This design comes from an exercise in tuning for small area, a short achievable clock period and few clock cycles per item on the open sky130 flow, not from production work. The RTL was checked by simulation tests, not by an equivalence proof against the original design. The clock port is modelled as an ideal driver; clocking choices that lean on that would not hold on a real chip.

==> run a: inputs <==
==> flow/design.v (excerpt) <==
module ntt_processer (
    input clk,
    input rst,
    input start,
    input [1:0] mode,  
    input is_add_or_sub,
    input [9:0] ram_r_start_offset_A,
    input [9:0] ram_r_start_offset_B,
    input [9:0] ram_w_start_offset,
    input [95:0] ram_rdata,
    output last_cycle,
    output ram_wen,
    output [9:0] ram_raddr,
    output [9:0] ram_waddr,
    output [95:0] ram_wdata,
    output NTT_finish
);
export LEC_CHECK = 0
export CAP_MARGIN = 30
export CORE_MARGIN = 2
export CORE_UTILIZATION = 40
export PLACE_DENSITY = 0.6
export SLEW_MARGIN = 30
create_clock -name core_clock -period 13.0 [get_ports {clk}]
standard.sh (not shown) runs the stock make flow with config.mk's settings and CLKGATE_MAP_FILE= SYNTH_SCRIPT=/design/flow/synth_recipe.tcl, a recipe that flattens the netlist after the stock synthesis.
==> flow/flow/run.sh <==
#!/bin/bash
# Layout flow: the standard ORFS flow (standard.sh), with one extra step
# after clock tree synthesis (flow/post_cts.tcl, run through ORFS's
# POST_CTS_TCL hook) that repairs setup timing against a tighter target than
# the clock period, so that the achieved period shrinks.  Constraints and
# clock period are unchanged.  Each tool's output is logged in this folder.
set -euo pipefail
export POST_CTS_TCL="$PWD/flow/post_cts.tcl"
bash standard.sh > standard.log 2>&1
==> flow/flow/post_cts.tcl <==
# Sourced by ORFS cts.tcl (POST_CTS_TCL) after its own timing repair.
# Repair setup timing as if the required slack were 9 ns of the 13 ns period
# (a ~4 ns target): sizes up gates, buffers and swaps pins; the design's
# logic and registers are unchanged.
puts "post_cts: extra setup repair"
report_worst_slack -max
report_design_area
repair_timing -setup -setup_margin 9 -repair_tns 100 -skip_gate_cloning
set result [catch { detailed_placement } msg]
if { $result != 0 } {
  error "post_cts: detailed placement failed: $msg"
}
check_placement -verbose
estimate_parasitics -placement
report_worst_slack -max
report_design_area
==> inputs of run b, as changes to run a <==
--- a/flow/design.v
+++ b/flow/design.v
@@ -234,12 +234,13 @@
 modhalf H0 (.x(tw_r0), .h(tw0h));
 modhalf H1 (.x(tw_r1), .h(tw1h));
 wire [47:0] sum_w, dif_w, redb_w, uh_w;
 reg  [47:0] BA, BB;
 reg  [47:0] x1, y1, u1, u2, u3, u3b;
 reg  [71:0] pl, ph;
+reg  [3:0]  n2;
 reg  [59:0] sa3, ca3, s3b;
 reg  [23:0] r01;
 genvar k;
 generate
 for (k = 0; k < 4; k = k + 1) begin : U
     wire [11:0] ak  = a_r[12*k +: 12];
@@ -270,19 +271,23 @@
     end
     always @(posedge clk) begin
         x1[12*k +: 12] <= x1n;
         y1[12*k +: 12] <= y1n;
         u1[12*k +: 12] <= u1n;
     end
+    wire [17:0] pln, phn;
+    wire        n2n;
+    booth_mul M (.x(x1[12*k +: 12]), .y(y1[12*k +: 12]), .pl(pln), .ph(phn), .n2(n2n));
     always @(posedge clk) begin
-        pl[18*k +: 18] <= x1[12*k +: 12] * y1[12*k +: 6];
-        ph[18*k +: 18] <= x1[12*k +: 12] * y1[12*k+6 +: 6];
+        pl[18*k +: 18] <= pln;
+        ph[18*k +: 18] <= phn;
+        n2[k]          <= n2n;
         u2[12*k +: 12] <= u1[12*k +: 12];
     end
     wire [14:0] sa, ca;
-    reduce_a RA_ (.pl(pl[18*k +: 18]), .ph(ph[18*k +: 18]), .sa(sa), .ca(ca));
+    reduce_a RA_ (.pl(pl[18*k +: 18]), .ph(ph[18*k +: 18]), .n2(n2[k]), .sa(sa), .ca(ca));
     always @(posedge clk) begin
         sa3[15*k +: 15] <= sa;
         ca3[15*k +: 15] <= ca;
         u3[12*k +: 12]  <= u2[12*k +: 12];
     end
     always @(posedge clk) begin
@@ -407,37 +412,77 @@
 );
 wire [13:0] z  = {2'b0, r3} - {2'b0, r1} - {2'b0, r2};
 wire [13:0] z1 = z + 14'd3329;
 wire [13:0] z2 = z + 14'd6658;
 assign c = !z[13] ? z[11:0] : (!z1[13] ? z1[11:0] : z2[11:0]);
 endmodule
-module reduce_a (input [17:0] pl, input [17:0] ph, output [14:0] sa, output [14:0] ca);
+module booth_mul (
+    input  [11:0] x,
+    input  [11:0] y,
+    output [17:0] pl,
+    output [17:0] ph,
+    output        n2
+);
+wire [12:0] ye = {y, 1'b0};
+wire [5:0]  neg;
+wire [17:0] row [0:5];
+genvar i;
+generate
+for (i = 0; i < 6; i = i + 1) begin : D
+    wire b2 = ye[2*i+2];
+    wire b1 = ye[2*i+1];
+    wire b0 = ye[2*i];
+    wire one = b1 ^ b0;
+    wire two = (b2 & ~b1 & ~b0) | (~b2 & b1 & b0);
+    assign neg[i] = b2 & ~(b1 & b0);
+    wire [12:0] m = one ? {1'b0, x} : two ? {x, 1'b0} : 13'd0;
+    assign row[i] = neg[i] ? ~{5'd0, m} : {5'd0, m};
+end
+endgenerate
+wire [17:0] la = row[0];
+wire [17:0] lb = {row[1][15:0], 1'b0, neg[0]};
+wire [17:0] lc = {row[2][13:0], 1'b0, neg[1], 2'b00};
+wire [17:0] ls = la ^ lb ^ lc;
+wire [17:0] lk = {(la[16:0] & lb[16:0]) | (la[16:0] & lc[16:0]) | (lb[16:0] & lc[16:0]), 1'b0};
+assign pl = ls + lk;
+wire [17:0] ha = row[3];
+wire [17:0] hb = {row[4][15:0], 1'b0, neg[3]};
+wire [17:0] hc = {row[5][13:0], 1'b0, neg[4], 2'b00};
+wire [17:0] hd = {(y[11] ? {x} : 12'd0), 1'b0, neg[5], 4'b0000};
+wire [17:0] hs1 = ha ^ hb ^ hc;
+wire [17:0] hk1 = {(ha[16:0] & hb[16:0]) | (ha[16:0] & hc[16:0]) | (hb[16:0] & hc[16:0]), 1'b0};
+wire [17:0] hs2 = hs1 ^ hk1 ^ hd;
+wire [17:0] hk2 = {(hs1[16:0] & hk1[16:0]) | (hs1[16:0] & hd[16:0]) | (hk1[16:0] & hd[16:0]), 1'b0};
+assign ph = hs2 + hk2;
+assign n2 = neg[2];
+endmodule
+module reduce_a (input [17:0] pl, input [17:0] ph, input n2, output [14:0] sa, output [14:0] ca);
 wire [11:0] t6;
-wire [63:0] t6_c0 = 64'hb4b5a5ad2d696b4a;
+wire [63:0] t6_c0 = 64'h5a52d2962d696b4a;
 assign t6[0] = t6_c0[pl[17:12]];
-wire [63:0] t6_c1 = 64'h926c93649b24d926;
+wire [63:0] t6_c1 = 64'hc93649b29b24d926;
 assign t6[1] = t6_c1[pl[17:12]];
-wire [63:0] t6_c2 = 64'h71e38f1c78e3c71e;
+wire [63:0] t6_c2 = 64'h38f1c78e78e3c71e;
 assign t6[2] = t6_c2[pl[17:12]];
-wire [63:0] t6_c3 = 64'h0fe07f03f81fc0fe;
+wire [63:0] t6_c3 = 64'h07f03f81f81fc0fe;
 assign t6[3] = t6_c3[pl[17:12]];
-wire [63:0] t6_c4 = 64'hffe000fff8003ffe;
+wire [63:0] t6_c4 = 64'h000fff80f8003ffe;
 assign t6[4] = t6_c4[pl[17:12]];
-wire [63:0] t6_c5 = 64'hffe0000007fffffe;
+wire [63:0] t6_c5 = 64'h0000007f07fffffe;
 assign t6[5] = t6_c5[pl[17:12]];
-wire [63:0] t6_c6 = 64'h001ffffffffffffe;
+wire [63:0] t6_c6 = 64'h00000000fffffffe;
 assign t6[6] = t6_c6[pl[17:12]];
-wire [63:0] t6_c7 = 64'hfffffffffffffffe;
+wire [63:0] t6_c7 = 64'h00000000fffffffe;
 assign t6[7] = t6_c7[pl[17:12]];
-wire [63:0] t6_c8 = 64'h4b4a5a52d29694b4;
+wire [63:0] t6_c8 = 64'h5a52d296d29694b4;
 assign t6[8] = t6_c8[pl[17:12]];
-wire [63:0] t6_c9 = 64'hd926c93649b24d92;
+wire [63:0] t6_c9 = 64'hc93649b249b24d92;
 assign t6[9] = t6_c9[pl[17:12]];
-wire [63:0] t6_c10 = 64'h8c5462a31518a8c4;
+wire [63:0] t6_c10 = 64'h62a315181518a8c4;
 assign t6[10] = t6_c10[pl[17:12]];
-wire [63:0] t6_c11 = 64'h11988cc466233118;
+wire [63:0] t6_c11 = 64'h8cc4662366233118;
 assign t6[11] = t6_c11[pl[17:12]];
 wire [11:0] t12;
 wire [15:0] t12_c0 = 16'h6b4a;
 assign t12[0] = t12_c0[ph[9:6]];
 wire [15:0] t12_c1 = 16'hd926;
 assign t12[1] = t12_c1[ph[9:6]];
@@ -509,13 +554,13 @@
 assign t20[9] = t20_c9[ph[17:14]];
 wire [15:0] t20_c10 = 16'h001e;
 assign t20[10] = t20_c10[ph[17:14]];
 wire [15:0] t20_c11 = 16'hfffe;
 assign t20[11] = t20_c11[ph[17:14]];
 wire [14:0] o0 = {3'd0, pl[11:0]};
-wire [14:0] o1 = {3'd0, ph[5:0], 6'd0};
+wire [14:0] o1 = {3'd0, ph[5:0], 1'b0, n2, 4'd0};
 wire [14:0] o2 = {3'd0, t6};
 wire [14:0] o3 = {3'd0, t12};
 wire [14:0] o4 = {3'd0, t16};
 wire [14:0] o5 = {3'd0, t20};
 wire [14:0] s1 = o0 ^ o1 ^ o2;
 wire [14:0] c1 = {(o0[13:0] & o1[13:0]) | (o0[13:0] & o2[13:0]) | (o1[13:0] & o2[13:0]), 1'b0};
==> inputs of run c, as changes to run a <==
==> flow/run.sh (new file) <==
#!/bin/bash
# synth_recipe.tcl (not shown) runs the flow's synth.tcl, then flattens the netlist and writes it again
# the make line also repeats each setting of config.mk as NAME=value (left out here)
make -C /OpenROAD-flow-scripts/flow DESIGN_CONFIG=/design/flow/config.mk WORK_HOME=/design/flow/orfs CLKGATE_MAP_FILE= SYNTH_SCRIPT=/design/flow/synth_recipe.tcl finish
removed: flow/flow/run.sh
removed: flow/flow/post_cts.tcl
removed: flow/standard.sh
==> run summary <==
                                                                                      run c                       run b                     run a
Share of synthesized registers carrying an async set or reset                       0.00872                     0.00870                   0.00872
Core area                                                                         0.243 mm2                   0.236 mm2                 0.243 mm2
Final-layout non-clock buffer area share                                             0.0276                      0.0413                    0.0300
Arrival time at the worst endpoint                                                  5.52 ns                     4.87 ns                   4.82 ns
Fraction of synthesized cell area taken by the top area cell type                     0.279                       0.286                     0.279
Cell at the slowest stage of the critical path                     sky130_fd_sc_hd__mux2i_1  sky130_fd_sc_hd__a2111oi_1  sky130_fd_sc_hd__mux2i_2
Seq cells                                                                              1376                        1380                      1376
Synthesized instance count                                                            11100                       11000                     11100
Total nets after synthesis                                                            12600                       12300                     12600
Total Routed Length                                                               316000 um                   317000 um                 319000 um
# placed instances                                                                    14000                       13900                     14000
Starting density of the core                                                          0.401                       0.403                     0.401
Worst hold start                                                             u1[11]$_DFF_P_              u3[15]$_DFF_P_            u1[11]$_DFF_P_
Run status                                                                   finished clean              finished clean            finished clean
Pre-CTS setup slack                                                                 8.24 ns                     7.57 ns                   8.24 ns
Testbench counts of run a, summed over its fixed seeds: cycles 31,576, ops 192.
Testbench counts of run b, summed over its fixed seeds: cycles 31,576, ops 192.
Testbench counts of run c, summed over its fixed seeds: cycles 31,576, ops 192.

-- separate check: timing with driven ports --
Ports are ideal in the flow. The routed layouts listed here were re-timed in OpenROAD. Step 1 sets driving cells, clkbuf_16 on the clock port and buf_2 on the other inputs (assumed; they add their load-dependent delay and slew). Step 2 adds t to the input delays and takes it off the output delays; t is the mean of the earliest and latest rising clock arrival at the registers after step 1. Input paths then give back, and output paths get back, about the clock's delay inside the block. a / b / c = no drivers / after step 1 / after step 2; a / b = the first two.
run	t (ns)	slack for setup (ns)	clock arrival spread, ns	worst register clock-pin slew, ns	pins driven straight from the clock port
run a	0.903	8.825 / 8.752 / 8.294	0.051 / 0.051	0.07 / 0.07	1
run b	0.906	8.773 / 8.773 / 8.274	0.062 / 0.063	0.07 / 0.07	1
run c	0.904	8.120 / 8.120 / 8.120	0.052 / 0.052	0.07 / 0.07	1
After both steps every run listed still meets setup and hold. The setup slack of run a, which loses most, moves by -0.073 ns with the drivers and by -0.531 ns with both steps.
